Source: an optimization exercise on an open RTL-to-GDS flow (aim: small area and a short achievable clock period). Production flows keep margins and buffers that such runs may drop. Function was checked by simulation only, so behaviour that the tests miss may differ from the original. Power and IR drop assume default switching activity.

File: flow/run.sh
#!/bin/bash
# synth_recipe.tcl (not shown) runs the flow's synth.tcl, then flattens the netlist and writes it again
# the make line also repeats each setting of config.mk as NAME=value (left out here)
make -C /OpenROAD-flow-scripts/flow DESIGN_CONFIG=/design/flow/config.mk WORK_HOME=/design/flow/orfs CLKGATE_MAP_FILE= SYNTH_SCRIPT=/design/flow/synth_recipe.tcl finish
File: flow/config.mk
export PLATFORM = sky130hd
export DESIGN_NAME = hw_cn119652311a_alu
export DESIGN_NICKNAME = hw_cn119652311a_alu
export VERILOG_FILES = /design/flow/design.v
export SDC_FILE = /design/flow/constraint.sdc
export NUM_CORES = 4
export LEC_CHECK = 0
export ABC_AREA = 1
export CAP_MARGIN = 20
export CORE_MARGIN = 2
export CORE_UTILIZATION = 50
export CTS_CLUSTER_DIAMETER = 100
export CTS_CLUSTER_SIZE = 30
export GPL_ROUTABILITY_DRIVEN = 0
export SETUP_SLACK_MARGIN = 4.6
export SLEW_MARGIN = 20
export SYNTH_HIERARCHICAL = 1
File: flow/constraint.sdc
create_clock -name core_clock -period 10.0 [get_ports {clk}]
set_input_delay 2.0000 -clock core_clock [delete_from_list [all_inputs] [get_ports {clk}]]
set_output_delay 2.0000 -clock core_clock [all_outputs]
set_load 0.01 [all_outputs]
File: flow/design.v
module hw_cn119652311a_alu (
    input         clk,
    input         rst_n,
    input         wr_en,
    input         rd_en,
    input  [11:0] addr,
    input  [31:0] wr_data,
    output [31:0] rd_data,
    output reg    irq
);
    function [1:0] f_inc;
        input [1:0] x;
        case (x)
            2'b00: f_inc = 2'b01;
            2'b01: f_inc = 2'b10;
            default: f_inc = 2'b00;
        endcase
    endfunction
    function [1:0] f_dec;
        input [1:0] x;
        case (x)
            2'b00: f_dec = 2'b10;
            2'b10: f_dec = 2'b01;
            default: f_dec = 2'b00;
        endcase
    endfunction
    function [1:0] f_tsum;
        input [1:0] x, y;
        case (x)
            2'b00: f_tsum = y;
            2'b01: f_tsum = f_inc(y);
            default: f_tsum = f_dec(y);
        endcase
    endfunction
    function f_carry;
        input [1:0] x, y;
        f_carry = (x == 2'b10 && (y == 2'b01 || y == 2'b10)) ||
                  (y == 2'b10 && (x == 2'b01 || x == 2'b10));
    endfunction
    reg [31:0] vdd_ctrl, vth_cfg, gate_op;
    reg [31:0] operand_a, operand_b, operand_c, operand_d;
    reg [31:0] alu_cmd, approx_cfg, comp_mode, irq_enable;
    reg [1:0]  gate_result;
    reg        irq_status;
    reg [23:0] wide_result;   
    reg [6:0]  alu_small;     
    reg        alu_wide;      
    wire [1:0] a0 = operand_a[1:0];
    wire [1:0] b0 = operand_b[1:0];
    wire [1:0] c0 = operand_c[1:0];
    wire [1:0] tsum_ab  = f_tsum(a0, b0);
    wire       carry_ab = f_carry(a0, b0);
    wire [1:0] tfa_sum  = f_tsum(tsum_ab, c0);
    wire       tfa_cy   = carry_ab | f_carry(tsum_ab, c0);
    wire [1:0] tmul_p;
    assign tmul_p[0] = (a0 == 2'b01 && b0 == 2'b01) || (a0 == 2'b10 && b0 == 2'b10);
    assign tmul_p[1] = (a0 == 2'b01 && b0 == 2'b10) || (a0 == 2'b10 && b0 == 2'b01);
    wire       tmul_cy = (a0 == 2'b10 && b0 == 2'b10);
    wire [11:0] a = operand_a[11:0];
    wire [11:0] b = operand_b[11:0];
    wire [1:0]  comp = comp_mode[1:0];
    wire [6:0]  pp_ll;
    wire [23:0] p;
    function [1:0] tm;
        input [1:0] x, y;
        begin
            tm[0] = (x == 2'b01 && y == 2'b01) || (x == 2'b10 && y == 2'b10);
            tm[1] = (x == 2'b01 && y == 2'b10) || (x == 2'b10 && y == 2'b01);
        end
    endfunction
    function [6:0] blk;
        input [3:0] x, y;
        input [1:0] cm;
        reg [1:0] p0, t1, p1r, p1, y11, p2r, p2;
        reg c0, c1, c2;
        begin
            p0  = tm(x[1:0], y[1:0]);
            c0  = (x[1:0] == 2'b10) && (y[1:0] == 2'b10);
            t1  = tadd(tm(x[1:0], y[3:2]), tm(x[3:2], y[1:0]));
            p1r = tadd(t1, {1'b0, c0});
            c1  = c0 && (t1 == 2'b10);
            p1  = (cm == 2'b01) ? tadd(p1r, 2'b10) : p1r;
            y11 = tm(x[3:2], y[3:2]);
            p2r = tadd(y11, {1'b0, c1});
            c2  = c1 && (y11 == 2'b10);
            p2  = (cm == 2'b10) ? tadd(p2r, 2'b01) : p2r;
            blk = {c2, p2, p1, p0};
        end
    endfunction
    function [4:0] t2oh;
        input [1:0] x, y;
        reg x0, y0;
        begin
            x0 = ~x[0] & ~x[1];
            y0 = ~y[0] & ~y[1];
            t2oh[0] = x0 & y0;
            t2oh[1] = (x0 & y[0]) | (x[0] & y0);
            t2oh[2] = (x0 & y[1]) | (x[0] & y[0]) | (x[1] & y0);
            t2oh[3] = (x[0] & y[1]) | (x[1] & y[0]);
            t2oh[4] = x[1] & y[1];
        end
    endfunction
    function [1:0] tadd;
        input [1:0] x, y;
        reg x0, y0;
        begin
            x0 = ~x[0] & ~x[1];
            y0 = ~y[0] & ~y[1];
            tadd[0] = (x0 & y[0]) | (x[0] & y0) | (x[1] & y[1]);
            tadd[1] = (x0 & y[1]) | (x[1] & y0) | (x[0] & y[0]);
        end
    endfunction
    function tgen;
        input [1:0] x, y;
        tgen = (x[0] & y[1]) | (x[1] & y[0]) | (x[1] & y[1]);
    endfunction
    function tprop;
        input [1:0] x, y;
        tprop = (x[0] & y[0]) | (x[1] & ~y[0] & ~y[1]) | (y[1] & ~x[0] & ~x[1]);
    endfunction
    function [3:0] tha2;
        input [1:0] x, y;
        tha2 = {1'b0, tgen(x, y), tadd(x, y)};
    endfunction
    function [3:0] tfa3;
        input [1:0] x, y, z;
        reg [4:0] u;
        reg z0, ge3, eq6;
        begin
            u   = t2oh(x, y);
            z0  = ~z[0] & ~z[1];
            tfa3[0] = (u[1] & z0) | (u[0] & z[0]) | (u[4] & z0) | (u[3] & z[0]) | (u[2] & z[1]);
            tfa3[1] = (u[2] & z0) | (u[1] & z[0]) | (u[0] & z[1]) | (u[4] & z[0]) | (u[3] & z[1]);
            ge3 = u[3] | u[4] | (u[2] & (z[0] | z[1])) | (u[1] & z[1]);
            eq6 = u[4] & z[1];
            tfa3[2] = ge3 & ~eq6;
            tfa3[3] = eq6;
        end
    endfunction
    function [1:0] tdig;
        input [1:0] x, y;
        input c;
        reg [4:0] u;
        reg m0, m1, m2;
        begin
            u  = t2oh(x, y);
            m0 = u[0] | u[3];
            m1 = u[1] | u[4];
            m2 = u[2];
            tdig[0] = c ? m0 : m1;
            tdig[1] = c ? m1 : m2;
        end
    endfunction
    wire [6:0] pp_lm, pp_lh, pp_ml, pp_mm, pp_mh, pp_hl, pp_hm, pp_hh;
    assign pp_ll = blk(a[3:0],  b[3:0],  comp);
    assign pp_lm = blk(a[3:0],  b[7:4],  comp);
    assign pp_lh = blk(a[3:0],  b[11:8], comp);
    assign pp_ml = blk(a[7:4],  b[3:0],  comp);
    assign pp_mm = blk(a[7:4],  b[7:4],  comp);
    assign pp_mh = blk(a[7:4],  b[11:8], comp);
    assign pp_hl = blk(a[11:8], b[3:0],  comp);
    assign pp_hm = blk(a[11:8], b[7:4],  comp);
    assign pp_hh = blk(a[11:8], b[11:8], comp);
    wire [1:0] hs1, hc2;
    assign {hc2, hs1} = tha2(pp_lm[1:0], pp_ml[1:0]);
    wire [1:0] ts3, tc4;
    assign {tc4, ts3} = tfa3(pp_lm[3:2], pp_ml[3:2], hc2);
    wire [1:0] ts5, tc6;
    assign {tc6, ts5} = tfa3(pp_lh[1:0], pp_mm[1:0], pp_hl[1:0]);
    wire [1:0] ts7, tc8;
    assign {tc8, ts7} = tfa3(pp_lm[5:4], pp_ml[5:4], ts5);
    wire [1:0] ts9, tc10;
    assign {tc10, ts9} = tfa3(pp_lh[3:2], pp_mm[3:2], pp_hl[3:2]);
    wire [1:0] ts11, tc12;
    assign {tc12, ts11} = tfa3({1'b0, pp_lm[6]}, {1'b0, pp_ml[6]}, tc6);
    wire [1:0] hs13, hc14;
    assign {hc14, hs13} = tha2(ts9, tc8);
    wire [1:0] ts15, tc16;
    assign {tc16, ts15} = tfa3(pp_mh[1:0], pp_hm[1:0], pp_lh[5:4]);
    wire [1:0] ts17, tc18;
    assign {tc18, ts17} = tfa3(pp_mm[5:4], pp_hl[5:4], tc10);
    wire [1:0] ts19, tc20;
    assign {tc20, ts19} = tfa3(tc12, ts15, hc14);
    wire [1:0] ts21, tc22;
    assign {tc22, ts21} = tfa3(pp_mh[3:2], pp_hm[3:2], {1'b0, pp_lh[6]});
    wire [1:0] ts23, tc24;
    assign {tc24, ts23} = tfa3({1'b0, pp_mm[6]}, {1'b0, pp_hl[6]}, tc16);
    wire [1:0] ts25, tc26;
    assign {tc26, ts25} = tfa3(ts21, tc18, ts23);
    wire [1:0] ts27, tc28;
    assign {tc28, ts27} = tfa3(pp_hh[1:0], pp_mh[5:4], pp_hm[5:4]);
    wire [1:0] ts29, tc30;
    assign {tc30, ts29} = tfa3(tc22, ts27, tc24);
    wire [1:0] ts31, tc32;
    assign {tc32, ts31} = tfa3(pp_hh[3:2], {1'b0, pp_mh[6]}, {1'b0, pp_hm[6]});
    wire [1:0] hs33, hc34;
    assign {hc34, hs33} = tha2(tc28, ts31);
    wire [1:0] hs35, hc36;
    assign {hc36, hs35} = tha2(pp_hh[5:4], tc32);
    wire [1:0] x0 = pp_ll[1:0], y0 = 2'b00;   
    wire g0 = tgen(x0, y0);
    wire q0 = tprop(x0, y0);
    wire [1:0] x1 = pp_ll[3:2], y1 = 2'b00;   
    wire g1 = tgen(x1, y1);
    wire q1 = tprop(x1, y1);
    wire [1:0] x2 = pp_ll[5:4], y2 = hs1;   
    wire g2 = tgen(x2, y2);
    wire q2 = tprop(x2, y2);
    wire [1:0] x3 = {1'b0, pp_ll[6]}, y3 = ts3;   
    wire g3 = tgen(x3, y3);
    wire q3 = tprop(x3, y3);
    wire [1:0] x4 = tc4, y4 = ts7;   
    wire g4 = tgen(x4, y4);
    wire q4 = tprop(x4, y4);
    wire [1:0] x5 = ts11, y5 = hs13;   
    wire g5 = tgen(x5, y5);
    wire q5 = tprop(x5, y5);
    wire [1:0] x6 = ts17, y6 = ts19;   
    wire g6 = tgen(x6, y6);
    wire q6 = tprop(x6, y6);
    wire [1:0] x7 = tc20, y7 = ts25;   
    wire g7 = tgen(x7, y7);
    wire q7 = tprop(x7, y7);
    wire [1:0] x8 = tc26, y8 = ts29;   
    wire g8 = tgen(x8, y8);
    wire q8 = tprop(x8, y8);
    wire [1:0] x9 = tc30, y9 = hs33;   
    wire g9 = tgen(x9, y9);
    wire q9 = tprop(x9, y9);
    wire [1:0] x10 = hc34, y10 = hs35;   
    wire g10 = tgen(x10, y10);
    wire q10 = tprop(x10, y10);
    wire [1:0] x11 = {1'b0, pp_hh[6]}, y11 = hc36;   
    wire g11 = tgen(x11, y11);
    wire q11 = tprop(x11, y11);
    wire G37 = g1 | (q1 & g0);
    wire P38 = q1 & q0;
    wire G39 = g3 | (q3 & g2);
    wire P40 = q3 & q2;
    wire G41 = g5 | (q5 & g4);
    wire P42 = q5 & q4;
    wire G43 = g7 | (q7 & g6);
    wire P44 = q7 & q6;
    wire G45 = g9 | (q9 & g8);
    wire P46 = q9 & q8;
    wire G47 = g11 | (q11 & g10);
    wire P48 = q11 & q10;
    wire G49 = g2 | (q2 & G37);
    wire P50 = q2 & P38;
    wire G51 = G39 | (P40 & G37);
    wire P52 = P40 & P38;
    wire G53 = g6 | (q6 & G41);
    wire P54 = q6 & P42;
    wire G55 = G43 | (P44 & G41);
    wire P56 = P44 & P42;
    wire G57 = g10 | (q10 & G45);
    wire P58 = q10 & P46;
    wire G59 = G47 | (P48 & G45);
    wire P60 = P48 & P46;
    wire G61 = g4 | (q4 & G51);
    wire P62 = q4 & P52;
    wire G63 = G41 | (P42 & G51);
    wire P64 = P42 & P52;
    wire G65 = G53 | (P54 & G51);
    wire P66 = P54 & P52;
    wire G67 = G55 | (P56 & G51);
    wire P68 = P56 & P52;
    wire G69 = g8 | (q8 & G67);
    wire P70 = q8 & P68;
    wire G71 = G45 | (P46 & G67);
    wire P72 = P46 & P68;
    wire G73 = G57 | (P58 & G67);
    wire P74 = P58 & P68;
    wire G75 = G59 | (P60 & G67);
    wire P76 = P60 & P68;
    wire cy0 = 1'b0;
    wire cy1 = g0;
    wire cy2 = G37;
    wire cy3 = G49;
    wire cy4 = G51;
    wire cy5 = G61;
    wire cy6 = G63;
    wire cy7 = G65;
    wire cy8 = G67;
    wire cy9 = G69;
    wire cy10 = G71;
    wire cy11 = G73;
    assign p[1:0] = tdig(x0, y0, cy0);
    assign p[3:2] = tdig(x1, y1, cy1);
    assign p[5:4] = tdig(x2, y2, cy2);
    assign p[7:6] = tdig(x3, y3, cy3);
    assign p[9:8] = tdig(x4, y4, cy4);
    assign p[11:10] = tdig(x5, y5, cy5);
    assign p[13:12] = tdig(x6, y6, cy6);
    assign p[15:14] = tdig(x7, y7, cy7);
    assign p[17:16] = tdig(x8, y8, cy8);
    assign p[19:18] = tdig(x9, y9, cy9);
    assign p[21:20] = tdig(x10, y10, cy10);
    assign p[23:22] = tdig(x11, y11, cy11);
    wire [6:0]  mul2 = pp_ll;
    wire [23:0] mul6 = p;
    reg [6:0] small_res;
    always @(*) begin
        case (wr_data[3:0])
            4'd1: small_res = {5'b0, tsum_ab};
            4'd2: small_res = {4'b0, carry_ab, tsum_ab};
            4'd3: small_res = {4'b0, tfa_cy, tfa_sum};
            4'd4: small_res = {4'b0, tmul_cy, tmul_p};
            4'd5: small_res = {5'b0, tmul_p};
            4'd6: small_res = mul2;
            default: small_res = 7'b0;
        endcase
    end
    reg [1:0] gate_res;
    always @(*) begin
        case (wr_data[7:4])
            4'h1: gate_res = f_inc(a0);
            4'h2: gate_res = f_dec(a0);
            4'h3: gate_res = (a0 == 2'b00) ? 2'b10 : 2'b00;                  
            4'h4: gate_res = (a0 == 2'b00 || a0 == 2'b01) ? 2'b10 : 2'b00;   
            default: gate_res = 2'b00;
        endcase
    end
    wire wr_top  = wr_en && addr[11:8] == 4'h0 && addr[1:0] == 2'b00;
    wire we_vdd  = wr_top && addr[7:2] == 6'h04;
    wire we_vth  = wr_top && addr[7:2] == 6'h05;
    wire we_gate = wr_top && addr[7:2] == 6'h08;
    wire we_a    = wr_top && addr[7:2] == 6'h10;
    wire we_b    = wr_top && addr[7:2] == 6'h11;
    wire we_c    = wr_top && addr[7:2] == 6'h12;
    wire we_d    = wr_top && addr[7:2] == 6'h13;
    wire we_cmd  = wr_top && addr[7:2] == 6'h20;
    wire we_apx  = wr_top && addr[7:2] == 6'h30;
    wire we_comp = wr_top && addr[7:2] == 6'h31;
    wire we_ien  = wr_en && addr == 12'h204;
    wire we_iclr = wr_en && addr == 12'h208;
    always @(posedge clk or negedge rst_n) begin
        if (!rst_n) begin
            vdd_ctrl    <= 32'd1000;
            vth_cfg     <= 32'h41281900;
            gate_op     <= 32'h0;
            operand_a   <= 32'h0;
            operand_b   <= 32'h0;
            operand_c   <= 32'h0;
            operand_d   <= 32'h0;
            alu_cmd     <= 32'h0;
            approx_cfg  <= 32'h0;
            comp_mode   <= 32'h0;
            irq_enable  <= 32'h0;
            gate_result <= 2'b0;
            irq_status  <= 1'b0;
            irq         <= 1'b0;
            wide_result <= 24'h0;
            alu_small   <= 7'h0;
            alu_wide    <= 1'b0;
        end else begin
            if (we_vdd)  vdd_ctrl   <= wr_data;
            if (we_vth)  vth_cfg    <= wr_data;
            if (we_a)    operand_a  <= wr_data;
            if (we_b)    operand_b  <= wr_data;
            if (we_c)    operand_c  <= wr_data;
            if (we_d)    operand_d  <= wr_data;
            if (we_apx)  approx_cfg <= wr_data;
            if (we_comp) comp_mode  <= wr_data;
            if (we_ien)  irq_enable <= wr_data;
            if (we_gate) begin
                gate_op     <= wr_data;
                gate_result <= gate_res;
            end
            if (we_cmd) begin
                alu_cmd  <= wr_data;
                alu_wide <= (wr_data[3:0] == 4'd7);
                if (wr_data[3:0] == 4'd7)
                    wide_result <= mul6;
                else
                    alu_small <= small_res;
            end
            if (we_cmd && irq_enable[0])
                irq_status <= 1'b1;
            else if (we_iclr && wr_data[0])
                irq_status <= 1'b0;
            if (!irq_status)
                irq <= 1'b0;
            else if (we_cmd && irq_enable[0])
                irq <= 1'b1;
        end
    end
    wire [23:0] alu_res = alu_wide ? {8'b0, wide_result} : {17'b0, alu_small};
    hw_rdmux u_rdmux (
        .rd_en(rd_en), .addr(addr),
        .vdd_ctrl(vdd_ctrl), .vth_cfg(vth_cfg), .gate_op(gate_op), .gate_result(gate_result),
        .operand_a(operand_a), .operand_b(operand_b), .operand_c(operand_c), .operand_d(operand_d),
        .alu_cmd(alu_cmd), .alu_res(alu_res), .wide_result(wide_result),
        .approx_cfg(approx_cfg), .comp_mode(comp_mode), .irq_status(irq_status), .irq_enable(irq_enable),
        .rd_data(rd_data));
endmodule
module hw_rdmux (
    input         rd_en,
    input  [11:0] addr,
    input  [31:0] vdd_ctrl, vth_cfg, gate_op,
    input  [1:0]  gate_result,
    input  [31:0] operand_a, operand_b, operand_c, operand_d,
    input  [31:0] alu_cmd,
    input  [23:0] alu_res,
    input  [23:0] wide_result,
    input  [31:0] approx_cfg, comp_mode,
    input         irq_status,
    input  [31:0] irq_enable,
    output [31:0] rd_data
);
    wire rd_ok = (rd_en & ~addr[11]) & (~addr[10] & ~addr[1]) & ~addr[0];
    wire g_lo  = rd_ok & (~addr[9] & ~addr[8]);
    wire g_hi  = rd_ok & (addr[9] & ~addr[8]);
    wire [3:0] q1, q2, q3;
    genvar gi;
    generate
        for (gi = 0; gi < 4; gi = gi + 1) begin : g_dec
            assign q1[gi] = (addr[3:2] == gi);
            assign q2[gi] = (addr[5:4] == gi);
            assign q3[gi] = (addr[7:6] == gi);
        end
    endgenerate
    wire s0 = (g_lo & q3[0]) & (q2[0] & q1[0]);
    wire s1 = (g_lo & q3[0]) & (q2[0] & q1[1]);
    wire s2 = (g_lo & q3[0]) & (q2[1] & q1[0]);
    wire s3 = (g_lo & q3[0]) & (q2[1] & q1[1]);
    wire s4 = (g_lo & q3[0]) & (q2[2] & q1[0]);
    wire s5 = (g_lo & q3[0]) & (q2[2] & q1[1]);
    wire s6 = (g_lo & q3[0]) & (q2[2] & q1[2]);
    wire s7 = (g_lo & q3[1]) & (q2[0] & q1[0]);
    wire s8 = (g_lo & q3[1]) & (q2[0] & q1[1]);
    wire s9 = (g_lo & q3[1]) & (q2[0] & q1[2]);
    wire s10 = (g_lo & q3[1]) & (q2[0] & q1[3]);
    wire s11 = (g_lo & q3[2]) & (q2[0] & q1[0]);
    wire s12 = (g_lo & q3[2]) & (q2[0] & q1[1]);
    wire s13 = (g_lo & q3[2]) & (q2[0] & q1[2]);
    wire s14 = (g_lo & q3[2]) & (q2[1] & q1[0]);
    wire s15 = (g_lo & q3[2]) & (q2[1] & q1[1]);
    wire s16 = (g_lo & q3[2]) & (q2[1] & q1[2]);
    wire s17 = (g_lo & q3[2]) & (q2[1] & q1[3]);
    wire s18 = (g_lo & q3[2]) & (q2[2] & q1[0]);
    wire s19 = (g_lo & q3[2]) & (q2[2] & q1[1]);
    wire s20 = (g_lo & q3[2]) & (q2[2] & q1[2]);
    wire s21 = (g_lo & q3[2]) & (q2[2] & q1[3]);
    wire s22 = (g_lo & q3[2]) & (q2[3] & q1[0]);
    wire s23 = (g_lo & q3[2]) & (q2[3] & q1[1]);
    wire s24 = (g_lo & q3[2]) & (q2[3] & q1[2]);
    wire s25 = (g_lo & q3[2]) & (q2[3] & q1[3]);
    wire s26 = (g_lo & q3[3]) & (q2[0] & q1[0]);
    wire s27 = (g_lo & q3[3]) & (q2[0] & q1[1]);
    wire s28 = (g_hi & q3[0]) & (q2[0] & q1[0]);
    wire s29 = (g_hi & q3[0]) & (q2[0] & q1[1]);
    assign rd_data = ({32{s0}} & 32'h48570001) |
                  ({32{s1}} & 32'h000001FF) |
                  ({32{s2}} & vdd_ctrl) |
                  ({32{s3}} & vth_cfg) |
                  ({32{s4}} & gate_op) |
                  ({32{s5}} & {30'b0, gate_result}) |
                  ({32{s6}} & 32'h00000001) |
                  ({32{s7}} & operand_a) |
                  ({32{s8}} & operand_b) |
                  ({32{s9}} & operand_c) |
                  ({32{s10}} & operand_d) |
                  ({32{s11}} & alu_cmd) |
                  ({32{s12}} & 32'h00000001) |
                  ({32{s13}} & {8'b0, alu_res}) |
                  ({32{s14}} & {30'b0, wide_result[1:0]}) |
                  ({32{s15}} & {30'b0, wide_result[3:2]}) |
                  ({32{s16}} & {30'b0, wide_result[5:4]}) |
                  ({32{s17}} & {30'b0, wide_result[7:6]}) |
                  ({32{s18}} & {30'b0, wide_result[9:8]}) |
                  ({32{s19}} & {30'b0, wide_result[11:10]}) |
                  ({32{s20}} & {30'b0, wide_result[13:12]}) |
                  ({32{s21}} & {30'b0, wide_result[15:14]}) |
                  ({32{s22}} & {30'b0, wide_result[17:16]}) |
                  ({32{s23}} & {30'b0, wide_result[19:18]}) |
                  ({32{s24}} & {30'b0, wide_result[21:20]}) |
                  ({32{s25}} & {30'b0, wide_result[23:22]}) |
                  ({32{s26}} & approx_cfg) |
                  ({32{s27}} & comp_mode) |
                  ({32{s28}} & {31'b0, irq_status}) |
                  ({32{s29}} & irq_enable);
endmodule
==> metrics.yaml, run 1 <==
global_route:
  met2_usage_pct: 56.04
  grtUsageTotal_pct: 33.64
  overflow: 0
  grt_util_met1_pct: 43.33
  busiest_layer: "met2"
  antenna_found_initial: 0
  grt_max_degree: 178
  grt_pass1_wl_um: 128600
  met3_usage_pct: 4.767
  first_global_vias: 22387
power:
  clkPwrFrac_pct: 33.8
  switchingPower_uw: 619.8
  pwr-share-comb_pct: 5.2
  p_int_uw: 1970
  p_seq_share_pct: 61.0
  p_per_area_mw_per_mm2: 94.60
  sw_frac_of_total_pct: 23.94
  vdd_drop_max_mv: 0.1228
  p_leak_uw: 0.01382
  total_power_uw: 2590
synthesis:
  synth_area_leaders: "dfrtp_1 (40%), nand2_1 (21%), o21ai_0 (9.5%), inv_1 (4.5%), nor2_1 (4.0%)"
  ys.flop_type: "dfrtp_1"
  synth_area_mm2: 0.02351
  synth.distinct_cells: 58
  synth_top_area_share_pct: 39.92
  synth_cells: 3457
  synth_edf_count: 0
  ys_ff_latch: 388
  async_reset_ff_share_pct: 100.0
  syn_avg_cell_area_um2: 6.799
  ys_warn_count: 7
  yosys.area.top_type: "dfrtp_1"
  ys_seq_area_share_pct: 41.38
route:
  antenna_left: 0
  drc: 0
  vias: 23726
  firstDrtPassIters: 6
  drtIter0Drc: 2242
  wl_per_cell_um: 20.34
  viasPerCell: 5.727
  routed_wl_um: 84250
clock_tree:
  cts_made_buffers: 17
  clock-root-buffer: "clkbuf_16"
  cts_tree: "yes"
  numClockSinks: 388
  cts.path.max_buffers: 3
  clk_latency_ns: 0.55
  postCtsHoldBufs: 0
  htree_num_levels: 1
  clk_pin_slew_ns: 0.12
timing:
  fin_crit_ns: 5.673
  setup_tns_ns: 0
  setup_violations: 0
  worstMarginPinSlew_ns: 1.068
  grt_setup_unrepaired: "true"
  slew_headroom_pct: 28.83
  slew_viol_final: 0
  clock_skew_ns: 0.02405
  hold_viol: 0
  timing.final.crit_share_pct: 56.73
  fmax_mhz: 176.3
final_layout:
  nNetsFinal: 3596
  stdcell_area_mm2: 0.02737
  area_growth_pct: 16.46
  nFillCells: 4350
  antenna_cells: 0
  drive_gt1_share_pct: 14.28
critical_path:
  arrival_ns: 3.67
  crit_path_start_kind: "input pin"
  cpPeakStageDelay_ns: 0.28
  reg2reg_slack_ns: 5.58
  path_class: "input pin to output pin"
  cpMostUsedCell: "nand2_1"
  cp-end-kind: "output pin"
  required_ns: 8.00
  crit_chain: "buf_6, inv_2, nor2_4, nand3_4, nor2_4, buf_4, bufbuf_16, nand4_1, nand2_1, nor2_1, nand2_1, nor2_1, nand2_1, buf_2"
  crit_fanout: 20
  worst_path_max_delay_cell: "bufbuf_16"
floorplanning:
  die_w_um: 220.8
  start_util_pct: 50.60
  core_mm2: 0.04646
  io_pins: 81
  die_area_mm2: 0.04876
  die_h_um: 220.8
  rows: 79
place:
  dp_hpwl_um: 49850
  io_buffers: 80
  dpl-instance-area_mm2: 0.02458
outcome:
  status: "timing/DRC/antenna clean"
flow_run:
  maxCapViolCount: 0
worst_hold_path:
  holdCritPathClass: "register to register"
[path summary, 6_finish.rpt]
path                                    to  cells past startpoint           from
min in group asynchronous   approx_cfg[24]                      1          rst_n
max reg2reg                wide_result[21]                     30   operand_a[1]
min                          operand_b[16]                      2  operand_b[16]
max in group asynchronous   irq_enable[19]                      2          rst_n
min reg2reg                  operand_b[16]                      2  operand_b[16]
max                             rd_data[0]                     14          rd_en
[Yosys stat by module, one instance, submodules excluded]
module,flops+latches,cells inside,times used
hw_cn119652311a_alu,388,2587,1
hw_rdmux,0,870,1
[power by group through the flow]
stage	clock (uW)	combinational, uW	sequential (uW)
5_1_grt	940	150	1580
2_1_floorplan	0	45.3	1610
6_report	874	136	1580
3_5_place_dp	0	116	1610
4_1_cts	892	130	1580
3_3_place_gp	0	115	1610
[layout make-up]
| cell class | instances | area [um^2] | area share [%] |
|---|---|---|---|
| Inverter | 311 | 1255 | 4.584 |
| Timing Repair inverter | 7 | 76.32 | 0.2788 |
| Clock inverter | 4 | 66.31 | 0.2423 |
| Clock buffer | 25 | 455.4 | 1.664 |
| Tap cell | 607 | 759.5 | 2.774 |
| Multi-Input combinational cell | 2595 | 12570 | 45.92 |
| Timing Repair Buffer | 206 | 2466 | 9.009 |
| Sequential cell | 388 | 9726 | 35.53 |
[cells by family after synthesis]
group / count (synthesis) / share of synthesized area [%]
XOR/XNOR: 1 / 0.03727
flip-flops: 388 / 41.38
other: 2 / 0.03195
AND/OR/NAND/NOR: 1948 / 34.78
adder cells (fa/ha/maj): 22 / 1.171
multiplexers: 1 / 0.04790
buffers and inverters: 479 / 8.336
AO/OA/AOI/OAI: 616 / 14.22
[per-stage QoR]
stage	util [%]	cells	hold WS, ns	worst slack [ns]
after floorplan	-	3461	0.4530	4.812
after global placement	52.91	4009	0.4649	2.382
after detailed placement	52.91	4009	0.4729	2.340
after CTS	57.87	4127	0.4992	4.366
after global routing	58.92	4143	0.5142	4.288
final	58.92	4143	0.4969	4.327
[flip-flops by register name, summed over array words and instances, names as in the netlist, 24 cells and up]
register and cells:
operand_d 32, operand_a 32, vdd_ctrl 32, operand_b 32, comp_mode 32, alu_cmd 32, irq_enable 32, gate_op 32
wide_result 24, operand_c 32, approx_cfg 32, vth_cfg 32
[worst max-delay path: cells and delay by family]
| kind | cells | cell delay [ns] |
|---|---|---|
| buffers and inverters | 5 | 0.74 |
| AND/OR/NAND/NOR | 9 | 0.92 |
[cells in the mapped netlist, types with 3 or more instances]
master and n:
inv_1 281, or2_2 3, a21oi_1 38, and3_1 3, nand3_2 25, o21ai_1 16
nor2_2 26, o211ai_1 7, nand3b_1 4, buf_6 8, nand2_4 7, nor2_1 248
a22oi_1 4, clkbuf_1 111, nor3_2 3, nand2_2 31, o21bai_1 5, nand4_1 64
dfrtp_1 375, buf_4 9, nand2_1 1334, inv_2 27, buf_2 35, o21ai_2 7
nor3_1 10, dfstp_2 13, or2_1 3, o22ai_1 67, clkinv_1 3, nand3_1 178
o21ai_0 448, o2bb2ai_1 5, ha_1 22
[cells in the final DEF, fill, tap and decap left out, drive strengths merged, types with 2 or more instances in the layout]
cell type / n
a21o: 2
clkbuf: 28
o211ai: 7
and3: 3
clkinv: 4
o21ai: 472
dfstp: 13
nand2: 1372
ha: 22
buf: 166
nand4: 64
inv: 315
nor2: 276
bufbuf: 2
nor3: 14
bufinv: 2
a22o: 2
o2bb2ai: 5
a22oi: 4
and2: 2
clkdlybuf4s50: 34
nand3b: 5
o21bai: 5
conb: 6
dfrtp: 375
o221ai: 2
a31oi: 2
nor4: 2
o22ai: 69
nand3: 204
a21oi: 42
or2: 7
[layer usage]
metal / vias to the layer above / routed length [um]
li1: 11215 / -
met1: 11225 / 34190
met2: 1004 / 38770
met3: 282 / 6203
met4: 0 / 5087
met5: - / 0
[what timing repair did]
item	CTS	global route
pin swaps	65	69
setup endpoints to repair	32	32
setup buffers	66	12
cloned	23	4
resized for setup	403	101
==> run 2, diff against run 1 <==
--- a/flow/config.mk
+++ b/flow/config.mk
@@ -13,3 +13,2 @@
 export CTS_CLUSTER_SIZE = 30
-export GPL_ROUTABILITY_DRIVEN = 0
 export SETUP_SLACK_MARGIN = 4.6
==> run 2 against run 1 <==
Against the previous run: flip-flop and latch count unchanged; hold slack lost 0.00073 ns; maximum frequency up 0.45%; final cell count grew 0.19%; global-route usage grew 0.90 points; clock skew shrank 0.0084 ns; combinational power barely moved; power is 0.57% lower; critical path type unchanged; critical endpoint is now rd_data[21]; largest power group unchanged.
==> metrics.yaml, run 2 <==
power:
  p_seq_share_pct: 61.4  # +0.4 points
  sw_frac_of_total_pct: 24.40  # +0.47 points
  vdd_drop_max_mv: 0.1683  # +37%
  pwr-share-comb_pct: 5.2  # about the same
  switchingPower_uw: 628.3  # +1.4%
  p_per_area_mw_per_mm2: 93.68  # -0.97%
  total_power_uw: 2575  # -0.57%
  clkPwrFrac_pct: 33.5  # -0.3 points
  p_int_uw: 1947  # -1.2%
  p_leak_uw: 0.01396  # +0.97%
floorplanning:
  io_pins: 81  # unchanged
  rows: 79  # unchanged
  die_w_um: 220.8  # unchanged
  die_area_mm2: 0.04876  # unchanged
  core_mm2: 0.04646  # unchanged
  start_util_pct: 50.60  # unchanged
  die_h_um: 220.8  # unchanged
clock_tree:
  cts_tree: "yes"
  numClockSinks: 388  # unchanged
  cts.path.max_buffers: 3  # unchanged
  clk_pin_slew_ns: 0.09  # -0.03 ns
  htree_num_levels: 1  # unchanged
  clock-root-buffer: "clkbuf_16"
  clk_latency_ns: 0.56  # about the same
  cts_made_buffers: 17  # unchanged
global_route:
  antenna_found_initial: 0  # unchanged
  overflow: 0  # unchanged
  grtUsageTotal_pct: 34.54  # +0.90 points
  grt_pass1_wl_um: 131800  # +2.5%
  grt_max_degree: 146  # -18%
  first_global_vias: 22498  # +0.50%
timing:
  hold_viol: 0  # unchanged
  slew_viol_final: 0  # unchanged
  fmax_mhz: 177.1  # +0.45%
  setup_tns_ns: 0  # unchanged
  fin_crit_ns: 5.648  # -0.02546 ns
  clock_skew_ns: 0.01566  # -0.008383 ns
  slew_headroom_pct: 38.66  # +9.8 points
  setup_violations: 0  # unchanged
  worstMarginPinSlew_ns: 0.9201  # -0.1475 ns
  grt_setup_unrepaired: "true"
  timing.final.crit_share_pct: 56.48  # -0.25 points
place:
  io_buffers: 80  # unchanged
  gp_congestion: 0.9744
  dp_hpwl_um: 51840  # +4.0%
  dpl-instance-area_mm2: 0.02459  # about the same
synthesis:
  synth_area_mm2: 0.02351  # unchanged
  ys_warn_count: 7  # unchanged
  synthSimpleGateAreaFrac_pct: 34.78  # unchanged
  synth.distinct_cells: 58  # unchanged
  synth_edf_count: 0  # unchanged
  synthMuxAreaShare_pct: 0.04791  # unchanged
  ys_ff_latch: 388  # unchanged
  ys.flop_type: "dfrtp_1"
  synth-xor-area-share_pct: 0.03726  # unchanged
  async_reset_ff_share_pct: 100.0  # unchanged
  synth_cells: 3457  # unchanged
  synth_top_family_by_area: "simple AND/OR/NAND/NOR gates"
  yosys.area.top_type: "dfrtp_1"
  yosysMostFrequentCell: "nand2_1"
  syn_avg_cell_area_um2: 6.799  # unchanged
  synth_area_leaders: "dfrtp_1 (40%), nand2_1 (21%), o21ai_0 (9.5%), inv_1 (4.5%), nor2_1 (4.0%)"
  synth_common_cells: "nand2_1 (1,334), o21ai_0 (448), dfrtp_1 (375), inv_1 (281), nor2_1 (248)"
  synth_top_area_share_pct: 39.92  # unchanged
  synth_compound_area_share_pct: 14.22  # unchanged
  synth_fa_ha_area_share_pct: 1.171  # unchanged
  ys_seq_area_share_pct: 41.38  # unchanged
final_layout:
  antenna_cells: 0  # unchanged
  fin_util_pct: 59.17  # +0.24 points
  nNetsFinal: 3603  # +0.19%
  drive_gt1_share_pct: 14.90  # +0.62 points
  nFillCells: 4356  # +0.14%
  multi_input_area_mm2: 0.01268  # +0.88%
  final_common_cell: "nand2_1"
  final-seq-area_mm2: 0.009726  # unchanged
  mostFrequentLayoutCells: "nand2_1 (1,243), o21ai_0 (439), dfrtp_1 (375)"
  stdcell_area_mm2: 0.02749  # +0.41%
  area_growth_pct: 16.94
route:
  routed_wl_um: 85400  # +1.4%
  antenna_left: 0  # unchanged
  viasPerCell: 5.728  # about the same
  vias: 23779  # +0.22%
  firstDrtPassIters: 6  # unchanged
  wl_per_cell_um: 20.57  # +1.2%
  drtIter0Drc: 2379  # +6.1%
  drc: 0  # unchanged
outcome:
  status: "timing/DRC/antenna clean"
worst_hold_path:
  holdCritPathClass: "register to register"
  min_path_cells: 2  # unchanged
critical_path:
  crit_path_start_kind: "input pin"
  ff2ff_path_depth: 22  # -27%
  crit_fanout: 5  # -75%
  arrival_ns: 3.65  # -0.02 ns
  path_class: "input pin to output pin"
  cp-end-kind: "output pin"
  required_ns: 8.00  # about the same
flow_run:
  maxCapViolCount: 0  # unchanged
==> run 2: cell counts after synthesis <==
Identical to the previous run, type by type.
==> run 2: logic make-up after synthesis <==
kind of cell	Yosys count
AO/OA/AOI/OAI	616
adder cells (fa/ha/maj)	22
AND/OR/NAND/NOR	1948
other	2
buffers and inverters	479
flip-flops	388
multiplexers	1
XOR/XNOR	1
==> run 2: final cells by class <==
class / count / area share (%)
inverters: 311 / 4.511
clock inverters: 4 / 0.1821
clock buffers: 26 / 1.671
multi-input cells: 2595 / 46.13
flip-flops and latches: 388 / 35.38
repair buffers: 212 / 8.840
well taps: 607 / 2.763
repair inverters: 8 / 0.5189
==> run 2: routing by layer <==
| metal | GRT usage (%) | vias to the layer above | wire length [um] |
|---|---|---|---|
| met1 | 44.54 | 11354 | 34310 |
| met3 | 4.037 | 215 | 6079 |
| met5 | 0 | - | 0 |
| li1 | - | 11239 | - |
| met4 | 15.39 | 0 | 4388 |
| met2 | 58.57 | 971 | 40620 |
==> run 2: path summary, 6_finish.rpt <==
| path | startpoint | end | slack [ns] |
|---|---|---|---|
| max | addr[9] | rd_data[21] | 4.35 |
| min | alu_cmd[26] | alu_cmd[26] | 0.50 |
| max reg2reg | comp_mode[0] | wide_result[21] | 5.50 |
| min reg2reg | alu_cmd[26] | alu_cmd[26] | 0.50 |
| max in group asynchronous | rst_n | operand_a[4] | 6.99 |
| min in group asynchronous | rst_n | alu_cmd[24] | 1.51 |
==> run 2: critical path, stage by stage <==
cell     delay, ns
buf_4         0.13
nor2_4        0.10
inv_2         0.08
nor2_4        0.14
buf_12        0.15
nand2_8       0.06
nor2_4        0.18
buf_6         0.15
buf_8         0.13
buf_16        0.14
nand2_2       0.05
nand2_1       0.06
nor2_1        0.04
nand3_1       0.09
buf_2         0.14
==> run 2: stage by stage <==
stage                     hold slack, ns  setup WS, ns  std cells
final                             0.4962         4.352       4151
after global routing              0.5162         4.302       4151
after global placement            0.4660         2.557       4011
after CTS                         0.4972         4.361       4141
after detailed placement          0.4729         2.500       4011
after floorplan                   0.4530         4.812       3461
==> run 2: power groups by stage <==
stage / Sequential, uW / Clock (uW) / Combinational (uW)
after floorplan: 1610 / 0 / 45.3
after global placement: 1610 / 0 / 117
after detailed placement: 1610 / 0 / 119
after CTS: 1580 / 878 / 132
after global routing: 1580 / 930 / 149
final: 1580 / 861 / 134
==> run 2: timing repair <==
action                     CTS  global route
hold buffers                 0             0
gates cloned                24             2
resized for setup          409           142
pin swaps                   65            72
setup endpoints to repair   32            32
setup buffers               76             8
==> run 2: per-module statistics from Yosys (local to each module, per instance) <==
module / times used / cells / cell area (um^2) / flops+latches
hw_cn119652311a_alu: 1 / 2587 / 19890 / 388
hw_rdmux: 1 / 870 / 3613 / 0
==> run 3, diff against run 2 <==
--- a/flow/config.mk
+++ b/flow/config.mk
@@ -12,3 +12,3 @@
 export CTS_CLUSTER_DIAMETER = 100
-export CTS_CLUSTER_SIZE = 30
+export CTS_CLUSTER_SIZE = 26
 export SETUP_SLACK_MARGIN = 4.6
==> run 3 against run 2 <==
Against the previous run: die area unchanged; synthesized cell count unchanged; largest cell class unchanged; still clean on timing, DRC and antenna; critical path depth did not move; core utilization barely moved; clock power rose by 4.9%; register-to-register slack better by 0.02 ns; first-iteration DRC count is 2.3% lower; hold slack worse by 0.0034 ns; setup slack got worse by 0.021 ns; non-clock buffer count is 3 higher; final cell count increased by 0.17%; power up 1.6%.
==> metrics.yaml, run 3 <==
power:
  p_int_uw: 1977  # +1.6%
  p_leak_uw: 0.01397  # +0.12%
  clkPwrFrac_pct: 34.5  # +1.0 points
  pwr-share-comb_pct: 5.1  # about the same
  p_per_area_mw_per_mm2: 95.08  # +1.5%
  vdd_drop_max_mv: 0.1644  # -2.4%
  sw_frac_of_total_pct: 24.39  # about the same
  p_seq_share_pct: 60.4  # -1.0 points
  total_power_uw: 2615  # +1.6%
  switchingPower_uw: 637.9  # +1.5%
worst_hold_path:
  min_from: "approx_cfg[20]"
  min_path_cells: 2  # unchanged
  whs_endpoint: "approx_cfg[20]"
  holdCritPathClass: "register to register"
floorplanning:
  rows: 79  # unchanged
  die_w_um: 220.8  # unchanged
  die_area_mm2: 0.04876  # unchanged
  core_mm2: 0.04646  # unchanged
  start_util_pct: 50.60  # unchanged
  io_pins: 81  # unchanged
  die_h_um: 220.8  # unchanged
critical_path:
  path_class: "input pin to output pin"
  r2r_end: "wide_result[21]"
  reg2reg_from: "comp_mode[0]"
  crit_fanout: 5  # unchanged
  cp-startpoint: "addr[0]"
  ff2ff_path_depth: 21  # -4.5%
  crit_path_start_kind: "input pin"
  required_ns: 8.00  # about the same
  cp-end-kind: "output pin"
  arrival_ns: 3.67  # +0.02 ns
  reg2reg_slack_ns: 5.52  # +0.02 ns
timing:
  setup_violations: 0  # unchanged
  fin_crit_ns: 5.668  # +0.02059 ns
  clock_skew_ns: 0.03493  # +0.01926 ns
  fmax_mhz: 176.4  # -0.36%
  slew_viol_final: 0  # unchanged
  worstMarginPinSlew_ns: 0.9510  # +0.03087 ns
  hold_viol: 0  # unchanged
  grt_setup_unrepaired: "true"
  timing.final.crit_share_pct: 56.68  # +0.21 points
  slew_headroom_pct: 36.60  # -2.1 points
  setup_tns_ns: 0  # unchanged
synthesis:
  async_reset_ff_share_pct: 100.0  # unchanged
  yosysMostFrequentCell: "nand2_1"
  synth_area_leaders: "dfrtp_1 (40%), nand2_1 (21%), o21ai_0 (9.5%), inv_1 (4.5%), nor2_1 (4.0%)"
  ys.flop_type: "dfrtp_1"
  synth_cells: 3457  # unchanged
  ys_warn_count: 7  # unchanged
  synth_edf_count: 0  # unchanged
  synth_common_cells: "nand2_1 (1,334), o21ai_0 (448), dfrtp_1 (375), inv_1 (281), nor2_1 (248)"
  ys_seq_area_share_pct: 41.38  # unchanged
  ys_ff_latch: 388  # unchanged
  syn_avg_cell_area_um2: 6.799  # unchanged
  synth.distinct_cells: 58  # unchanged
  synth_top_area_share_pct: 39.92  # unchanged
  synth_area_mm2: 0.02351  # unchanged
  yosys.area.top_type: "dfrtp_1"
final_layout:
  area_growth_pct: 17.00  # about the same
  mostFrequentLayoutCells: "nand2_1 (1,254), o21ai_0 (442), dfrtp_1 (375)"
  final_common_cell: "nand2_1"
  nNetsFinal: 3610  # +0.19%
  drive_gt1_share_pct: 14.56  # -0.34 points
  antenna_cells: 0  # unchanged
  nFillCells: 4385  # +0.67%
route:
  firstDrtPassIters: 5  # -1
  wl_per_cell_um: 20.54  # -0.14%
  drtIter0Drc: 2324  # -2.3%
  antenna_left: 0  # unchanged
  drc: 0  # unchanged
  routed_wl_um: 85420  # about the same
  vias: 23794  # +0.063%
  viasPerCell: 5.722  # -0.11%
clock_tree:
  cts.path.max_buffers: 3  # unchanged
  clk_pin_slew_ns: 0.09  # about the same
  cts_made_buffers: 19  # +2
  clk_latency_ns: 0.57  # about the same
  numClockSinks: 388  # unchanged
  htree_num_levels: 1  # unchanged
  cts_tree: "yes"
  postCtsHoldBufs: 0  # unchanged
  clock-root-buffer: "clkbuf_16"
global_route:
  grt_pass1_wl_um: 132300  # +0.40%
  grt_max_degree: 146  # unchanged
  overflow: 0  # unchanged
  antenna_found_initial: 1  # +1
  first_global_vias: 22761  # +1.2%
  grtUsageTotal_pct: 34.69  # +0.15 points
place:
  io_buffers: 80  # unchanged
  dp_hpwl_um: 51840  # unchanged
  gp_congestion: 0.9744  # unchanged
flow_run:
  maxCapViolCount: 0  # unchanged
outcome:
  status: "timing/DRC/antenna clean"
## run 3: changes by cell type in the layout (fill, tap and decap cells not counted), moves of 3 or more
cell | before | now
nand2_1 | 1243 | 1254
buf_16 | 12 | 9
nand2_4 | 35 | 31
buf_4 | 63 | 68
o21ai_0 | 439 | 442
clkbuf_4 | 3 | 0
o21ai_1 | 22 | 19
buf_6 | 36 | 32
buf_12 | 26 | 34
inv_6 | 1 | 4
nor2_1 | 214 | 219
nand2_2 | 88 | 82
nor2_2 | 40 | 33
## run 3: kinds of logic (layout without fill, tap and decap cells)
group / count (synthesis) / in the layout / synth area share, %
adder cells (fa/ha/maj): 22 / 22 / 1.171
AO/OA/AOI/OAI: 616 / 616 / 14.22
multiplexers: 1 / 1 / 0.04790
XOR/XNOR: 1 / 1 / 0.03727
other: 2 / 6 / 0.03195
AND/OR/NAND/NOR: 1948 / 1949 / 34.78
buffers and inverters: 479 / 568 / 8.336
flip-flops: 388 / 388 / 41.38
## run 3: layer usage
layer / track usage [%] / routed length [um] / up-vias / part of all wire, %
met1: 44.09 / 34150 / 11367 / 40
li1: - / - / 11247 / -
met3: 4.581 / 6141 / 228 / 7.2
met2: 58.59 / 40380 / 952 / 47
met5: 0 / 0 / - / 0
met4: 16.74 / 4754 / 0 / 5.6
## run 3: worst max-delay path by stage
stage | depth (start not counted) | slack, ns | to
floorplan | 11 | 4.81 | rd_data[8]
global placement | 14 | 2.56 | rd_data[2]
detailed placement | 14 | 2.50 | rd_data[2]
CTS | 15 | 4.33 | rd_data[22]
global route | 15 | 4.25 | rd_data[26]
finish | 15 | 4.33 | rd_data[22]
## run 3: repair_timing
action	4_1_cts	5_1_grt
pin swaps	90	52
gates resized for setup	438	75
cloned	23	1
endpoints found under the setup margin	32	32
setup buffers	85	6
## run 3: metrics by stage
stage / area [um^2] / hold slack (ns) / setup slack (ns) / cells / util [%]
5_1_grt: 27500 / 0.5135 / 4.248 / 4158 / 59.20
4_1_cts: 27110 / 0.4963 / 4.329 / 4151 / 58.36
2_1_floorplan: 23520 / 0.4530 / 4.812 / 3461 / -
3_5_place_dp: 24590 / 0.4729 / 2.500 / 4011 / 52.94
6_report: 27500 / 0.4928 / 4.332 / 4158 / 59.20
3_3_place_gp: 24590 / 0.4660 / 2.557 / 4011 / 52.94
## run 3: layout make-up
cell class	count	area (um^2)	share of cell area, %
Multi-Input combinational cell	2595	12610	45.84
Tap cell	607	759.5	2.762
Clock inverter	4	42.54	0.1547
Sequential cell	388	9726	35.36
Clock buffer	28	509.2	1.852
Inverter	311	1235	4.490
Timing Repair Buffer	215	2447	8.899
Timing Repair inverter	10	175.2	0.6369
## run 3: power by group through the flow
stage	clock, uW	combinational (uW)	sequential [uW]
6_report	903	133	1580
5_1_grt	970	148	1580
4_1_cts	922	132	1580
3_5_place_dp	0	119	1610
3_3_place_gp	0	117	1610
2_1_floorplan	0	45.3	1610
## run 3: worst max-delay path, cell delays in order
cell and delay (ns):
buf_8 0.10, nor2_4 0.13, nand3_4 0.09, nor2_4 0.13, buf_12 0.14, nand2_8 0.06, nor2_4 0.19, buf_6 0.17
buf_8 0.14, buf_16 0.15, nand2_2 0.06, nand2_2 0.08, nor2_4 0.04, nand3_4 0.07, buf_6 0.10
## run 3: Yosys stat by module, one instance, submodules excluded
module               cells inside  times used
hw_rdmux                      870           1
hw_cn119652311a_alu          2587           1
==> run 4, diff against run 3 <==
--- a/flow/config.mk
+++ b/flow/config.mk
@@ -13,2 +13,3 @@
 export CTS_CLUSTER_SIZE = 26
+export GPL_TIMING_DRIVEN = 1
 export SETUP_SLACK_MARGIN = 4.6
==> run 4 against run 3 <==
Against the previous run: still clean on timing, DRC and antenna; sequential power barely moved; sequential share of layout area unchanged; maximum frequency is the same; global-route usage stayed put; core utilization unchanged; critical endpoint unchanged; largest cell class unchanged.
==> metrics.yaml, run 4 <==
timing:
  setup_tns_ns: 0  # unchanged
  setup_violations: 0  # unchanged
  hold_viol: 0  # unchanged
  grt_setup_unrepaired: "true"
  worstMarginPinSlew_ns: 0.9510  # unchanged
  fmax_mhz: 176.4  # unchanged
  clock_skew_ns: 0.03493  # unchanged
  slew_headroom_pct: 36.60  # unchanged
  slew_viol_final: 0  # unchanged
  fin_crit_ns: 5.668  # unchanged
  timing.final.crit_share_pct: 56.68  # unchanged
synthesis:
  synth_edf_count: 0  # unchanged
  synth_area_leaders: "dfrtp_1 (40%), nand2_1 (21%), o21ai_0 (9.5%), inv_1 (4.5%), nor2_1 (4.0%)"
  synth.distinct_cells: 58  # unchanged
  yosys.area.top_type: "dfrtp_1"
  synth_area_mm2: 0.02351  # unchanged
  ys_warn_count: 7  # unchanged
  ys.flop_type: "dfrtp_1"
  synth_common_cells: "nand2_1 (1,334), o21ai_0 (448), dfrtp_1 (375), inv_1 (281), nor2_1 (248)"
  ys_seq_area_share_pct: 41.38  # unchanged
  yosysMostFrequentCell: "nand2_1"
  ys_ff_latch: 388  # unchanged
  syn_avg_cell_area_um2: 6.799  # unchanged
  synth_cells: 3457  # unchanged
  synth_top_area_share_pct: 39.92  # unchanged
  async_reset_ff_share_pct: 100.0  # unchanged
power:
  clkPwrFrac_pct: 34.5  # about the same
  pwr-share-comb_pct: 5.1  # about the same
  p_seq_share_pct: 60.4  # about the same
  vdd_drop_max_mv: 0.1644  # unchanged
  p_int_uw: 1977  # unchanged
  p_leak_uw: 0.01397  # unchanged
  p_per_area_mw_per_mm2: 95.08  # unchanged
  sw_frac_of_total_pct: 24.39  # unchanged
  switchingPower_uw: 637.9  # unchanged
final_layout:
  mostFrequentLayoutCells: "nand2_1 (1,254), o21ai_0 (442), dfrtp_1 (375)"
  antenna_cells: 0  # unchanged
  drive_gt1_share_pct: 14.56  # unchanged
  area_growth_pct: 17.00  # unchanged
  nFillCells: 4385  # unchanged
  multi_input_area_mm2: 0.01261  # unchanged
  nNetsFinal: 3610  # unchanged
  final_common_cell: "nand2_1"
  stdcell_area_mm2: 0.02750  # unchanged
  final_cell_count_no_fill: 4158  # unchanged
  final-seq-area_mm2: 0.009726  # unchanged
flow_run:
  maxCapViolCount: 0  # unchanged
place:
  io_buffers: 80  # unchanged
  gp_congestion: 0.9744  # unchanged
  dp.cells: 4011  # unchanged
  dp_hpwl_um: 51840  # unchanged
  dpl-instance-area_mm2: 0.02459  # unchanged
clock_tree:
  cts.path.max_buffers: 3  # unchanged
  numClockSinks: 388  # unchanged
  clock-root-buffer: "clkbuf_16"
  clk_latency_ns: 0.57  # about the same
  postCtsHoldBufs: 0  # unchanged
  clk_pin_slew_ns: 0.09  # about the same
  htree_num_levels: 1  # unchanged
  cts_tree: "yes"
  cts_made_buffers: 19  # unchanged
floorplanning:
  core_mm2: 0.04646  # unchanged
  rows: 79  # unchanged
  die_area_mm2: 0.04876  # unchanged
  die_w_um: 220.8  # unchanged
  die_h_um: 220.8  # unchanged
  io_pins: 81  # unchanged
  start_util_pct: 50.60  # unchanged
worst_hold_path:
  whs_endpoint: "approx_cfg[20]"
  min_from: "approx_cfg[20]"
  holdCritPathClass: "register to register"
  min_path_cells: 2  # unchanged
critical_path:
  cp-end-kind: "output pin"
  reg2reg_slack_ns: 5.52  # about the same
  ff2ff_path_depth: 21  # unchanged
  crit_fanout: 5  # unchanged
  cp_num_buf_inv: 6  # unchanged
  worst_path_max_delay_cell: "nor2_4"
  cpPeakStageDelay_ns: 0.19  # about the same
  r2r_end: "wide_result[21]"
  cpMostUsedCell: "nor2_4"
  required_ns: 8.00  # about the same
  path_class: "input pin to output pin"
  crit_chain: "buf_8, nor2_4, nand3_4, nor2_4, buf_12, nand2_8, nor2_4, buf_6, buf_8, buf_16, nand2_2, nand2_2, nor2_4, nand3_4, buf_6"
  reg2reg_from: "comp_mode[0]"
  crit_family: "simple AND/OR/NAND/NOR gates"
  arrival_ns: 3.67  # about the same
  crit_path_start_kind: "input pin"
route:
  routed_wl_um: 85420  # unchanged
  antenna_left: 0  # unchanged
  firstDrtPassIters: 5  # unchanged
  vias: 23794  # unchanged
  drtIter0Drc: 2324  # unchanged
  drc: 0  # unchanged
  wl_per_cell_um: 20.54  # unchanged
  viasPerCell: 5.722  # unchanged
global_route:
  first_global_vias: 22761  # unchanged
  overflow: 0  # unchanged
  grt_max_degree: 146  # unchanged
  grt_pass1_wl_um: 132300  # unchanged
  grtUsageTotal_pct: 34.69  # unchanged
  antenna_found_initial: 1  # unchanged
outcome:
  status: "timing/DRC/antenna clean"
run 4: cell counts after synthesis:
No cell type changed its count.
run 4: layer usage:
| metal | track usage, % | vias to the layer above | part of all wire, % |
|---|---|---|---|
| li1 | - | 11247 | - |
| met1 | 44.09 | 11367 | 40 |
| met2 | 58.59 | 952 | 47 |
| met3 | 4.581 | 228 | 7.2 |
| met4 | 16.74 | 0 | 5.6 |
| met5 | 0 | - | 0 |
run 4: what timing repair did:
item,CTS,global route
pin swaps,90,52
endpoints found under the setup margin,32,32
endpoints found under the hold margin,0,0
setup buffers,85,6
cloned,23,1
resized for setup,438,75
run 4: modules after synthesis, one instance, submodules excluded:
| module | times used | cells | area [um^2] | flip-flops and latches |
|---|---|---|---|---|
| hw_rdmux | 1 | 870 | 3613 | 0 |
| hw_cn119652311a_alu | 1 | 2587 | 19890 | 388 |
run 4: worst register-to-register path, delay by kind of cell, from the launching register on:
kind                   cells  cell delay [ns]
AND/OR/NAND/NOR           18             2.42
buffers and inverters      1             0.82
AO/OA/AOI/OAI              2             0.70
flip-flops                 1             0.45
run 4: cell type report:
| cell class | instances | area share, % |
|---|---|---|
| Timing Repair inverter | 10 | 0.6369 |
| Tap cell | 607 | 2.762 |
| Clock inverter | 4 | 0.1547 |
| Multi-Input combinational cell | 2595 | 45.84 |
| Timing Repair Buffer | 215 | 8.899 |
| Clock buffer | 28 | 1.852 |
| Inverter | 311 | 4.490 |
| Sequential cell | 388 | 35.36 |
run 4: worst max-delay path by stage:
stage                       start          end  slack (ns)  depth (start not counted)
after floorplan           addr[0]   rd_data[8]        4.81                         11
after global placement      rd_en   rd_data[2]        2.56                         14
after detailed placement    rd_en   rd_data[2]        2.50                         14
after CTS                 addr[1]  rd_data[22]        4.33                         15
after global routing      addr[9]  rd_data[26]        4.25                         15
final                     addr[0]  rd_data[22]        4.33                         15
run 4: kinds of logic after synthesis:
logic type | Yosys count | synth area share [%]
other cells | 2 | 0.03195
simple gates | 1948 | 34.78
xor+xnor | 1 | 0.03727
mux | 1 | 0.04790
flops | 388 | 41.38
buf+inv | 479 | 8.336
fa+ha+maj | 22 | 1.171
compound gates | 616 | 14.22
run 4: power groups by stage:
stage | Sequential [uW] | Combinational (uW) | Clock [uW]
finish | 1580 | 133 | 903
global route | 1580 | 148 | 970
CTS | 1580 | 132 | 922
detailed placement | 1610 | 119 | 0
global placement | 1610 | 117 | 0
floorplan | 1610 | 45.3 | 0
run 4: metrics by stage:
step / worst slack (ns) / hold slack [ns] / util, % / power, uW
floorplan: 4.812 / 0.4530 / - / 1654
global placement: 2.557 / 0.4660 / 52.94 / 1726
detailed placement: 2.500 / 0.4729 / 52.94 / 1728
CTS: 4.329 / 0.4963 / 58.36 / 2633
global route: 4.248 / 0.5135 / 59.20 / 2699
finish: 4.332 / 0.4928 / 59.20 / 2615
==> run 5, diff against run 4 <==
--- a/flow/config.mk
+++ b/flow/config.mk
@@ -10,6 +10,5 @@
 export CORE_MARGIN = 2
-export CORE_UTILIZATION = 50
+export CORE_UTILIZATION = 60
 export CTS_CLUSTER_DIAMETER = 100
 export CTS_CLUSTER_SIZE = 26
-export GPL_TIMING_DRIVEN = 1
 export SETUP_SLACK_MARGIN = 4.6
==> run 5 against run 4 <==
Against the previous run: still clean on timing, DRC and antenna; critical path depth unchanged; core utilization up 11 points; final cell count down 2.5%; maximum frequency down 0.69%; power down 0.11%; register-to-register slack worse by 0.13 ns; largest cell class unchanged; highest routed layer unchanged.
==> metrics.yaml, run 5 <==
critical_path:
  cp-end-kind: "output pin"
  ff2ff_path_depth: 22  # +4.8%
  path_class: "input pin to output pin"
  crit_fanout: 6  # +1
  arrival_ns: 3.71  # +0.04 ns
  required_ns: 8.00  # about the same
  crit_path_start_kind: "input pin"
timing:
  clock_skew_ns: 0.009605  # -0.02532 ns
  hold_viol: 0  # unchanged
  slew_headroom_pct: 32.93  # -3.7 points
  setup_violations: 0  # unchanged
  slew_viol_final: 0  # unchanged
  fin_crit_ns: 5.708  # +0.03929 ns
  timing.final.crit_share_pct: 57.07  # +0.39 points
  layout_setup_ws_ns: 4.293  # -0.03929 ns
  grt_setup_unrepaired: "true"
  fmax_mhz: 175.2  # -0.69%
  setup_tns_ns: 0  # unchanged
  timing.hold.ws_ns: 0.4933  # +0.0004180 ns
  worstMarginPinSlew_ns: 1.006  # +0.05515 ns
route:
  met1_length_um: 30780  # -9.9%
  route.met3.wl_um: 9215  # +50%
  wl_per_cell_um: 21.03  # +2.3%
  drtIter0Drc: 2940  # +27%
  firstDrtPassIters: 12  # +7
  vias: 24566  # +3.2%
  top_layer: "met4"
  wl_met2_um: 38720  # -4.1%
  routed_wl_um: 85220  # -0.24%
  drc: 0  # unchanged
  viasPerCell: 6.061  # +5.9%
  antenna_left: 0  # unchanged
place:
  dp_slack_ns: 2.399  # -0.1015 ns
  dpl-instance-area_mm2: 0.02443  # -0.65%
  gp_congestion: 0.9884  # +1.4%
  dp_hpwl_um: 49620  # -4.3%
  io_buffers: 80  # unchanged
synthesis:
  syn_avg_cell_area_um2: 6.799  # unchanged
  ys_seq_area_share_pct: 41.38  # unchanged
  synth_cells: 3457  # unchanged
  synth_area_mm2: 0.02351  # unchanged
  ys_ff_latch: 388  # unchanged
  ys.flop_type: "dfrtp_1"
  synth_common_cells: "nand2_1 (1,334), o21ai_0 (448), dfrtp_1 (375), inv_1 (281), nor2_1 (248)"
  synth.distinct_cells: 58  # unchanged
  ys_warn_count: 7  # unchanged
  synth_top_area_share_pct: 39.92  # unchanged
  yosys.area.top_type: "dfrtp_1"
  synth_area_leaders: "dfrtp_1 (40%), nand2_1 (21%), o21ai_0 (9.5%), inv_1 (4.5%), nor2_1 (4.0%)"
  async_reset_ff_share_pct: 100.0  # unchanged
  yosysMostFrequentCell: "nand2_1"
  synth_edf_count: 0  # unchanged
global_route:
  overflow: 0  # unchanged
  grt_pass1_wl_um: 130000  # -1.8%
  grt_max_degree: 83  # -43%
  antenna_found_initial: 0  # -1
  grtUsageTotal_pct: 40.70  # +6.0 points
  first_global_vias: 23573  # +3.6%
clock_tree:
  clk_latency_ns: 0.56  # about the same
  htree_num_levels: 1  # unchanged
  postCtsHoldBufs: 0  # unchanged
  cts_made_buffers: 19  # unchanged
  clk_pin_slew_ns: 0.09  # about the same
  cts.path.max_buffers: 3  # unchanged
  cts_tree: "yes"
  numClockSinks: 388  # unchanged
  clock-root-buffer: "clkbuf_16"
final_layout:
  multi_input_area_mm2: 0.01244  # -1.3%
  stdcell_area_mm2: 0.02705  # -1.6%
  final_common_cell: "nand2_1"
  final-seq-area_mm2: 0.009726  # unchanged
  area_growth_pct: 15.08
  nNetsFinal: 3593  # -0.47%
  mostFrequentLayoutCells: "nand2_1 (1,264), o21ai_0 (438), dfrtp_1 (375)"
  antenna_cells: 0  # unchanged
  fin_util_pct: 69.99  # +11 points
  nFillCells: 3178  # -28%
  drive_gt1_share_pct: 13.52  # -1.0 points
floorplanning:
  die_area_mm2: 0.04077  # -16%
  rows: 72  # -8.9%
  io_pins: 81  # unchanged
  core_mm2: 0.03865  # -17%
  die_h_um: 201.9  # -8.6%
  die_w_um: 201.9  # -8.6%
  start_util_pct: 60.82  # +10 points
outcome:
  status: "timing/DRC/antenna clean"
flow_run:
  maxCapViolCount: 0  # unchanged
worst_hold_path:
  holdCritPathClass: "register to register"
  min_path_cells: 2  # unchanged
power:
  p_per_area_mw_per_mm2: 96.56  # +1.6%
  vdd_drop_max_mv: 0.1573  # -4.3%
  p_leak_uw: 0.01372  # -1.8%
-- run 5: cell counts after synthesis --
Identical to the previous run, type by type.
-- run 5: cell families after synthesis --
logic type | synth area share, %
other | 0.03195
AND/OR/NAND/NOR | 34.78
buffers and inverters | 8.336
adder cells (fa/ha/maj) | 1.171
AO/OA/AOI/OAI | 14.22
XOR/XNOR | 0.03727
multiplexers | 0.04790
flip-flops | 41.38
-- run 5: layout make-up --
type                       count  share of cell area [%]
sequential                   388                   35.95
multi-input combinational   2595                   46.00
inverter                     311                   4.565
timing repair buffer         202                   8.752
clock buffer                  29                   1.896
tap                          518                   2.396
clock inverter                 4                  0.1665
timing repair inverter         6                  0.2729
-- run 5: Yosys stat by module (local to each module, per instance) --
module | flops+latches | copies in the design | cell area (um^2) | cells inside
hw_cn119652311a_alu | 388 | 1 | 19890 | 2587
hw_rdmux | 0 | 1 | 3613 | 870
-- run 5: timing repair --
item | in CTS | in global routing
pin swaps | 69 | 43
resized for setup | 367 | 94
endpoints found under the setup margin | 32 | 32
setup buffers | 57 | 13
gates cloned | 21 | 9
-- run 5: path summary, 6_finish.rpt --
path                               start              end  slack, ns
hold reg to reg            operand_c[13]    operand_c[13]       0.49
hold / removal             operand_c[13]    operand_c[13]       0.49
setup / recovery                 addr[0]       rd_data[2]       4.29
setup reg to reg            comp_mode[1]  wide_result[22]       5.39
min in group asynchronous          rst_n     operand_b[8]       1.41
max in group asynchronous          rst_n    irq_enable[1]       6.17
-- run 5: worst max-delay path: stages --
cell     delay [ns]
buf_6          0.10
nor2_4         0.16
nand3_4        0.12
nor2_4         0.15
buf_12         0.14
nand2_8        0.05
nor2_4         0.13
buf_12         0.12
buf_12         0.13
buf_12         0.15
nand2_1        0.06
nand2_1        0.05
nor2_1         0.05
nand3_1        0.11
buf_2          0.15
-- run 5: layer usage --
metal | up-vias | track usage [%]
met1 | 11513 | 49.96
met4 | 0 | 24.63
met5 | - | 0
met2 | 1445 | 66.81
li1 | 11208 | -
met3 | 400 | 7.820
-- run 5: report_power, final --
group / leakage (uW) / internal, uW / switching (uW)
clock: 0.000265 / 369 / 527
combinational: 0.00812 / 36.8 / 99.9
sequential: 0.00534 / 1570 / 4.68
-- run 5: per-stage QoR --
| stage | power [uW] | std cells |
|---|---|---|
| 5_1_grt | 2685 | 4053 |
| 3_3_place_gp | 1724 | 3920 |
| 6_report | 2612 | 4053 |
| 3_5_place_dp | 1727 | 3920 |
| 4_1_cts | 2604 | 4031 |
| 2_1_floorplan | 1654 | 3461 |

==> separate check: timing with driven ports <==
Ports are ideal in the flow. The routed layouts listed here were re-timed in OpenROAD.
Step 1 sets driving cells, clkbuf_16 on the clock port and buf_2 on the other inputs (assumed; they add their load-dependent delay and slew).
Step 2 adds t to the input delays and takes it off the output delays; t is the mean of the earliest and latest rising clock arrival at the registers after step 1. Input paths then give back, and output paths get back, about the clock's delay inside the block.
Three values: ideal ports, drivers, drivers and shift; two values: the first two.
| run | t, ns | slack for setup (ns) | hold slack, ns | pins driven straight from the clock port |
|---|---|---|---|---|
| run 1 | 0.598 | 4.327 / 4.296 / 4.296 | 0.497 / 0.497 / 0.497 | 1 |
| run 2 | 0.597 | 4.352 / 4.315 / 4.315 | 0.496 / 0.496 / 0.496 | 1 |
| run 3 | 0.615 | 4.332 / 4.290 / 4.290 | 0.493 / 0.493 / 0.493 | 1 |
| run 4 | 0.615 | 4.332 / 4.290 / 4.290 | 0.493 / 0.493 / 0.493 | 1 |
| run 5 | 0.599 | 4.293 / 4.258 / 4.258 | 0.493 / 0.493 / 0.493 | 1 |
After both steps setup and hold are still met in every run listed.
